Context: an optimization exercise on an open-source flow, tuned for small area, a short achievable clock period and few clock cycles. The choices shown serve that exercise and are no tape-out recipe. The RTL was checked by simulation tests, not by an equivalence proof against the original design. Power figures rest on the tool's default switching activity, not on a simulated workload.

==> flow/design.v (excerpt) <==
module mulDiv(clk, rst_n, valid, ready, mode, in_A, in_B, out);
For scale: roughly 130 flip-flops, roughly 130 I/O pins.
clock: 5.0 ns
lec_check: 0
cap_margin: 20
core_margin: 2
core_utilization: 50
place_density: 0.7
slew_margin: 20
standard.sh (not shown) runs the stock make flow with config.mk's settings and CLKGATE_MAP_FILE= SYNTH_SCRIPT=/design/flow/synth_recipe.tcl, a recipe that flattens the netlist after the stock synthesis.
==> flow/flow/run.sh <==
#!/bin/bash
# Own layout flow: the standard ORFS flow (standard.sh: unchanged
# synthesis, floorplan, placement, CTS, routing and finishing steps) with
# three changes:
#  - the input and output ports are buffered with sky130_fd_sc_hd__buf_1
#    instead of the cell buffer_ports picks by default;
#  - clock tree synthesis runs with ORFS's default arguments plus
#    -dont_use_dummy_load (no dummy load cells on the clock tree);
#  - the setup-slack margin that timing repair aims for is 1.7 ns up to and
#    including CTS, and 1.2 ns for the repair after global routing, so that
#    the post-route repair only fixes what global-route parasitics break
#    instead of upsizing many paths for a few ps.
# Each make run's full output goes to its own log file in this folder
# (make_cts.log, make_finish.log); ORFS keeps each step's log in orfs/logs/.
set -euo pipefail
export BUFFER_PORTS_ARGS="-buffer_cell sky130_fd_sc_hd__buf_1"
export CTS_ARGS="-sink_clustering_enable -repair_clock_nets -dont_use_dummy_load"
SETUP_SLACK_MARGIN=1.7 bash standard.sh cts > make_cts.log 2>&1
SETUP_SLACK_MARGIN=1.2 bash standard.sh > make_finish.log 2>&1
The baseline went through all stages and came out clean.
Testbench counts at the start, summed over its fixed seeds: cycles 13,418.
Then changed:
==> flow/run.sh (new file) <==
#!/bin/bash
# synth_recipe.tcl (not shown) runs the flow's synth.tcl, then flattens the netlist and writes it again
# the make line also repeats each setting of config.mk as NAME=value (left out here)
make -C /OpenROAD-flow-scripts/flow DESIGN_CONFIG=/design/flow/config.mk WORK_HOME=/design/flow/orfs CLKGATE_MAP_FILE= SYNTH_SCRIPT=/design/flow/synth_recipe.tcl finish
ABC_AREA = 1   (was not set)
SETUP_SLACK_MARGIN = 1.7   (was not set)
removed: flow/flow/run.sh
removed: flow/standard.sh
The new run finished clean.
Core utilization grows by 1.1 points.
Critical path depth rose by 4.
Clock skew went down by 0.017 ns.
Worst setup slack gains 0.25 ns.
Maximum frequency went up by 7.6%.
Synthesized area is higher by 13%.
Then changed:
==> flow/flow/run.sh (new file) <==
#!/bin/bash
# Own layout flow: the standard ORFS flow (standard.sh: unchanged
# synthesis, floorplan, placement, CTS, routing and finishing steps) with two
# changes:
#  - the input and output ports are buffered with sky130_fd_sc_hd__buf_1
#    instead of the cell buffer_ports picks by default;
#  - the setup-slack margin that timing repair aims for is 1.7 ns up to and
#    including CTS, and 1.2 ns for the repair after global routing, so that
#    the post-route repair only fixes what global-route parasitics break
#    instead of upsizing many paths for a few ps.
# Each make run's full output goes to its own log file in this folder
# (make_cts.log, make_finish.log); ORFS keeps each step's log in orfs/logs/.
set -euo pipefail
export BUFFER_PORTS_ARGS="-buffer_cell sky130_fd_sc_hd__buf_1"
SETUP_SLACK_MARGIN=1.7 bash standard.sh cts > make_cts.log 2>&1
SETUP_SLACK_MARGIN=1.2 bash standard.sh > make_finish.log 2>&1
==> flow/standard.sh (new file) <==
#!/bin/bash
# synth_recipe.tcl (not shown) runs the flow's synth.tcl, then flattens the netlist and writes it again
# the make line also repeats each setting of config.mk as NAME=value (left out here)
make -C /OpenROAD-flow-scripts/flow DESIGN_CONFIG=/design/flow/config.mk WORK_HOME=/design/flow/orfs CLKGATE_MAP_FILE= SYNTH_SCRIPT=/design/flow/synth_recipe.tcl "${@:-finish}"
ABC_AREA = not set   (was 1)
SETUP_SLACK_MARGIN = not set   (was 1.7)
removed: flow/run.sh
Result: Cell count came out lower by 29%; synthesized area drops by 11%; power shrinks by 7.9%; sequential share of layout area rose by 2.1 points; flip-flop and latch count is unchanged; synthesized cell count shrinks by 34%; design area goes down by 12%; count of clock-buffer cells in the layout is lower by 2; via count drops by 25%.
Then changed:
==> flow/flow/run.sh (replaced) <==
#!/bin/bash
# Own layout flow: the standard ORFS flow (standard.sh, unchanged synthesis
# and steps), except that the input and output ports are buffered with the
# smallest buffer cell (sky130_fd_sc_hd__buf_1) instead of the cell
# buffer_ports picks by default.  Every step's full output goes to a log file
# of its own in this folder (make.log) and in orfs/logs/.
set -euo pipefail
export BUFFER_PORTS_ARGS="-buffer_cell sky130_fd_sc_hd__buf_1"
bash standard.sh > make.log 2>&1
SETUP_SLACK_MARGIN = 1.7   (was not set)
Result:
- clock-buffer cell count does not change
- power climbs by about 10%
- setup slack degrades by 0.011 ns

========
## fjord
Starting RTL as in the previous note.
clock: 5.0 ns
lec_check: 0
cap_margin: 20
core_margin: 2
core_utilization: 50
place_density: 0.7
slew_margin: 20
==> flow/flow/run.sh <==
#!/bin/bash
# Own layout flow: the standard ORFS flow (standard.sh: unchanged
# synthesis, floorplan, placement, CTS, routing and finishing steps) with two
# changes:
#  - the input and output ports are buffered with sky130_fd_sc_hd__buf_1
#    instead of the cell buffer_ports picks by default;
#  - the setup-slack margin that timing repair aims for is 1.8 ns up to and
#    including CTS, and 1.2 ns for the repair after global routing, so that
#    the post-route repair only fixes what global-route parasitics break
#    instead of upsizing many paths for a few ps.
# Each make run's full output goes to its own log file in this folder
# (make_cts.log, make_finish.log); ORFS keeps each step's log in orfs/logs/.
set -euo pipefail
export BUFFER_PORTS_ARGS="-buffer_cell sky130_fd_sc_hd__buf_1"
SETUP_SLACK_MARGIN=1.8 bash standard.sh cts > make_cts.log 2>&1
SETUP_SLACK_MARGIN=1.2 bash standard.sh > make_finish.log 2>&1
fjord has completed all stages; timing, DRC and antenna checks passed.
Testbench counts of fjord, summed over its fixed seeds: cycles 13,418.
Modified inputs, maple compared to fjord
Settings: an added ABC_AREA of 1; an added SETUP_SLACK_MARGIN of 1.7.
==> flow/flow/run.sh <==
#!/bin/bash
# Own layout flow: the standard ORFS flow (standard.sh, unchanged synthesis
# and steps), except that the input and output ports are buffered with the
# smallest buffer cell (sky130_fd_sc_hd__buf_1) instead of the cell
# buffer_ports picks by default.  Every step's full output goes to a log file
# of its own in this folder (make.log) and in orfs/logs/.
set -euo pipefail
export BUFFER_PORTS_ARGS="-buffer_cell sky130_fd_sc_hd__buf_1"
bash standard.sh > make.log 2>&1
Findings:
Relative to fjord, the final cell area reported for maple is higher.
Cmp maple and fjord / total standard cell area after synthesis / higher: maple
Re maximum cell stage delay along the critical path: maple is 0.12 ns down on fjord.
Delta(pre-CTS worst setup slack, maple - fjord) < 0
The higher number of global-route vias before repair came out of maple.
Status | maple and fjord | clean
The following lists how onyx was set up differently from maple:
Settings: a deleted SETUP_SLACK_MARGIN that had been 1.7; a deleted ABC_AREA that had been 1.
==> flow/flow/run.sh <==
#!/bin/bash
# Own layout flow: the standard ORFS flow (standard.sh: unchanged
# synthesis, floorplan, placement, CTS, routing and finishing steps) with two
# changes:
#  - the input and output ports are buffered with sky130_fd_sc_hd__buf_1
#    instead of the cell buffer_ports picks by default;
#  - the setup-slack margin that timing repair aims for is 1.65 ns up to and
#    including CTS, and 1.2 ns for the repair after global routing, so that
#    the post-route repair only fixes what global-route parasitics break
#    instead of upsizing many paths for a few ps.
# Each make run's full output goes to its own log file in this folder
# (make_cts.log, make_finish.log); ORFS keeps each step's log in orfs/logs/.
set -euo pipefail
export BUFFER_PORTS_ARGS="-buffer_cell sky130_fd_sc_hd__buf_1"
SETUP_SLACK_MARGIN=1.65 bash standard.sh cts > make_cts.log 2>&1
SETUP_SLACK_MARGIN=1.2 bash standard.sh > make_finish.log 2>&1
Findings:
Compared to maple, onyx has worst slack after detailed placement 0.095 ns higher. There was hardly any difference in clock-pin slew of the registers on the worst-case setup and hold paths between maple and onyx. Of onyx and maple, it is onyx that has the higher average wire per standard cell. NOTE: final worst-path setup slack in onyx falls short of that of maple. From maple to onyx the numbers moved as follows: final sum of negative setup slack essentially unchanged, period utilization higher. Compared to maple, the routing of onyx uses less wire.
Setup changes, onyx to nickel
Settings: an added ABC_AREA of 1.
diff --git a/flow/flow/run.sh b/flow/flow/run.sh
--- a/flow/flow/run.sh
+++ b/flow/flow/run.sh
@@ -3,2 +3,2 @@
-# synthesis, floorplan, placement, CTS, routing and finishing steps) with two
-# changes:
+# synthesis, floorplan, placement, CTS, routing and finishing steps) with
+# three changes:
@@ -7,2 +7,4 @@
-#  - the setup-slack margin that timing repair aims for is 1.65 ns up to and
-#    including CTS, and 1.2 ns for the repair after global routing, so that
+#  - clock tree synthesis runs with ORFS's default arguments plus
+#    -dont_use_dummy_load (no dummy load cells on the clock tree);
+#  - the setup-slack margin that timing repair aims for is 1.8 ns up to and
+#    including CTS, and 1.4 ns for the repair after global routing, so that
@@ -15,2 +17,3 @@
-SETUP_SLACK_MARGIN=1.65 bash standard.sh cts > make_cts.log 2>&1
-SETUP_SLACK_MARGIN=1.2 bash standard.sh > make_finish.log 2>&1
+export CTS_ARGS="-sink_clustering_enable -repair_clock_nets -dont_use_dummy_load"
+SETUP_SLACK_MARGIN=1.8 bash standard.sh cts > make_cts.log 2>&1
+SETUP_SLACK_MARGIN=1.4 bash standard.sh > make_finish.log 2>&1
## What came out
nickel: no failed stages, no open violations at the end. onyx reached the end of the flow, and the finished layout is clean on the timing, DRC and antenna checks. Area: nickel vs onyx -> nickel larger. nickel ends up with lower synthesized area per cell than onyx does. [diff] final worst-path setup slack, nickel relative to onyx: improvement. nickel against onyx: number of port buffers saw little to no change, worst-case headroom to the max-slew limit saw an increase, summed instance area of the synthesized netlist saw an increase, complex-gate fraction of the synthesized area saw a decrease. Higher ratio of cells with drive above 1 in the final layout goes to onyx over nickel.
diff inputs: nickel => amber
Settings: removing ABC_AREA (formerly 1).
diff --git a/flow/flow/run.sh b/flow/flow/run.sh
--- a/flow/flow/run.sh
+++ b/flow/flow/run.sh
@@ -3,2 +3,2 @@
-# synthesis, floorplan, placement, CTS, routing and finishing steps) with
-# three changes:
+# synthesis, floorplan, placement, CTS, routing and finishing steps) with two
+# changes:
@@ -7,3 +7 @@
-#  - clock tree synthesis runs with ORFS's default arguments plus
-#    -dont_use_dummy_load (no dummy load cells on the clock tree);
-#  - the setup-slack margin that timing repair aims for is 1.8 ns up to and
+#  - the setup-slack margin that timing repair aims for is 1.7 ns up to and
@@ -17,2 +15 @@
-export CTS_ARGS="-sink_clustering_enable -repair_clock_nets -dont_use_dummy_load"
-SETUP_SLACK_MARGIN=1.8 bash standard.sh cts > make_cts.log 2>&1
+SETUP_SLACK_MARGIN=1.7 bash standard.sh cts > make_cts.log 2>&1
Findings:
Peak supply drop: amber > nickel
Diff nickel..amber | remaining number of nets flagged by the antenna check after routing | unchanged
Diff nickel -> amber: reported combinational group power shows a reduction of about 3.4%, utilization after layout climbed 4.7 points.

==> static timing again, ports no longer ideal <==
The flow's constraints put no driver on any port. The routed layouts listed below were extracted and timed again, unchanged, in two steps.
Step 1: set_driving_cell puts a clkbuf_16 on clk and a buf_2 on each other input, an assumption about the parent block.
Step 2 adds t to the input delays and takes it off the output delays; t is the mean of the earliest and latest rising clock arrival at the registers after step 1. Input paths then give back, and output paths get back, about the clock's delay inside the block.
Three values: no drivers, after step 1, after step 2; two values: the first two.
| run | t, ns | setup WS [ns] | hold WS [ns] | worst setup path at the end |
|---|---|---|---|---|
| the first run of note 1 | 0.473 | 1.457 / 1.457 / 1.262 | 0.495 / 0.466 / 0.522 | input to register |
| the second run of note 1 | 0.498 | 1.706 / 1.706 / 1.294 | 0.601 / 0.601 / 0.601 | input to register |
| the third run of note 1 | 0.488 | 1.505 / 1.505 / 1.239 | 0.496 / 0.465 / 0.528 | input to register |
| the fourth run of note 1 | 0.490 | 1.493 / 1.493 / 1.369 | 0.486 / 0.455 / 0.523 | input to register |
| fjord | 0.498 | 1.352 / 1.352 / 1.352 | 0.423 / 0.394 / 0.561 | register to register |
| maple | 0.495 | 1.731 / 1.731 / 1.558 | 0.484 / 0.452 / 0.613 | input to register |
| onyx | 0.500 | 1.429 / 1.429 / 1.411 | 0.458 / 0.441 / 0.571 | input to register |
| nickel | 0.492 | 1.643 / 1.643 / 1.574 | 0.499 / 0.468 / 0.614 | input to register |
| amber | 0.488 | 1.530 / 1.530 / 1.317 | 0.488 / 0.457 / 0.522 | input to register |
After both steps setup and hold are still met in every run listed. For the second run of note 1, which loses most, drivers alone change the setup slack by 0.000 ns; drivers and shift together by -0.412 ns.
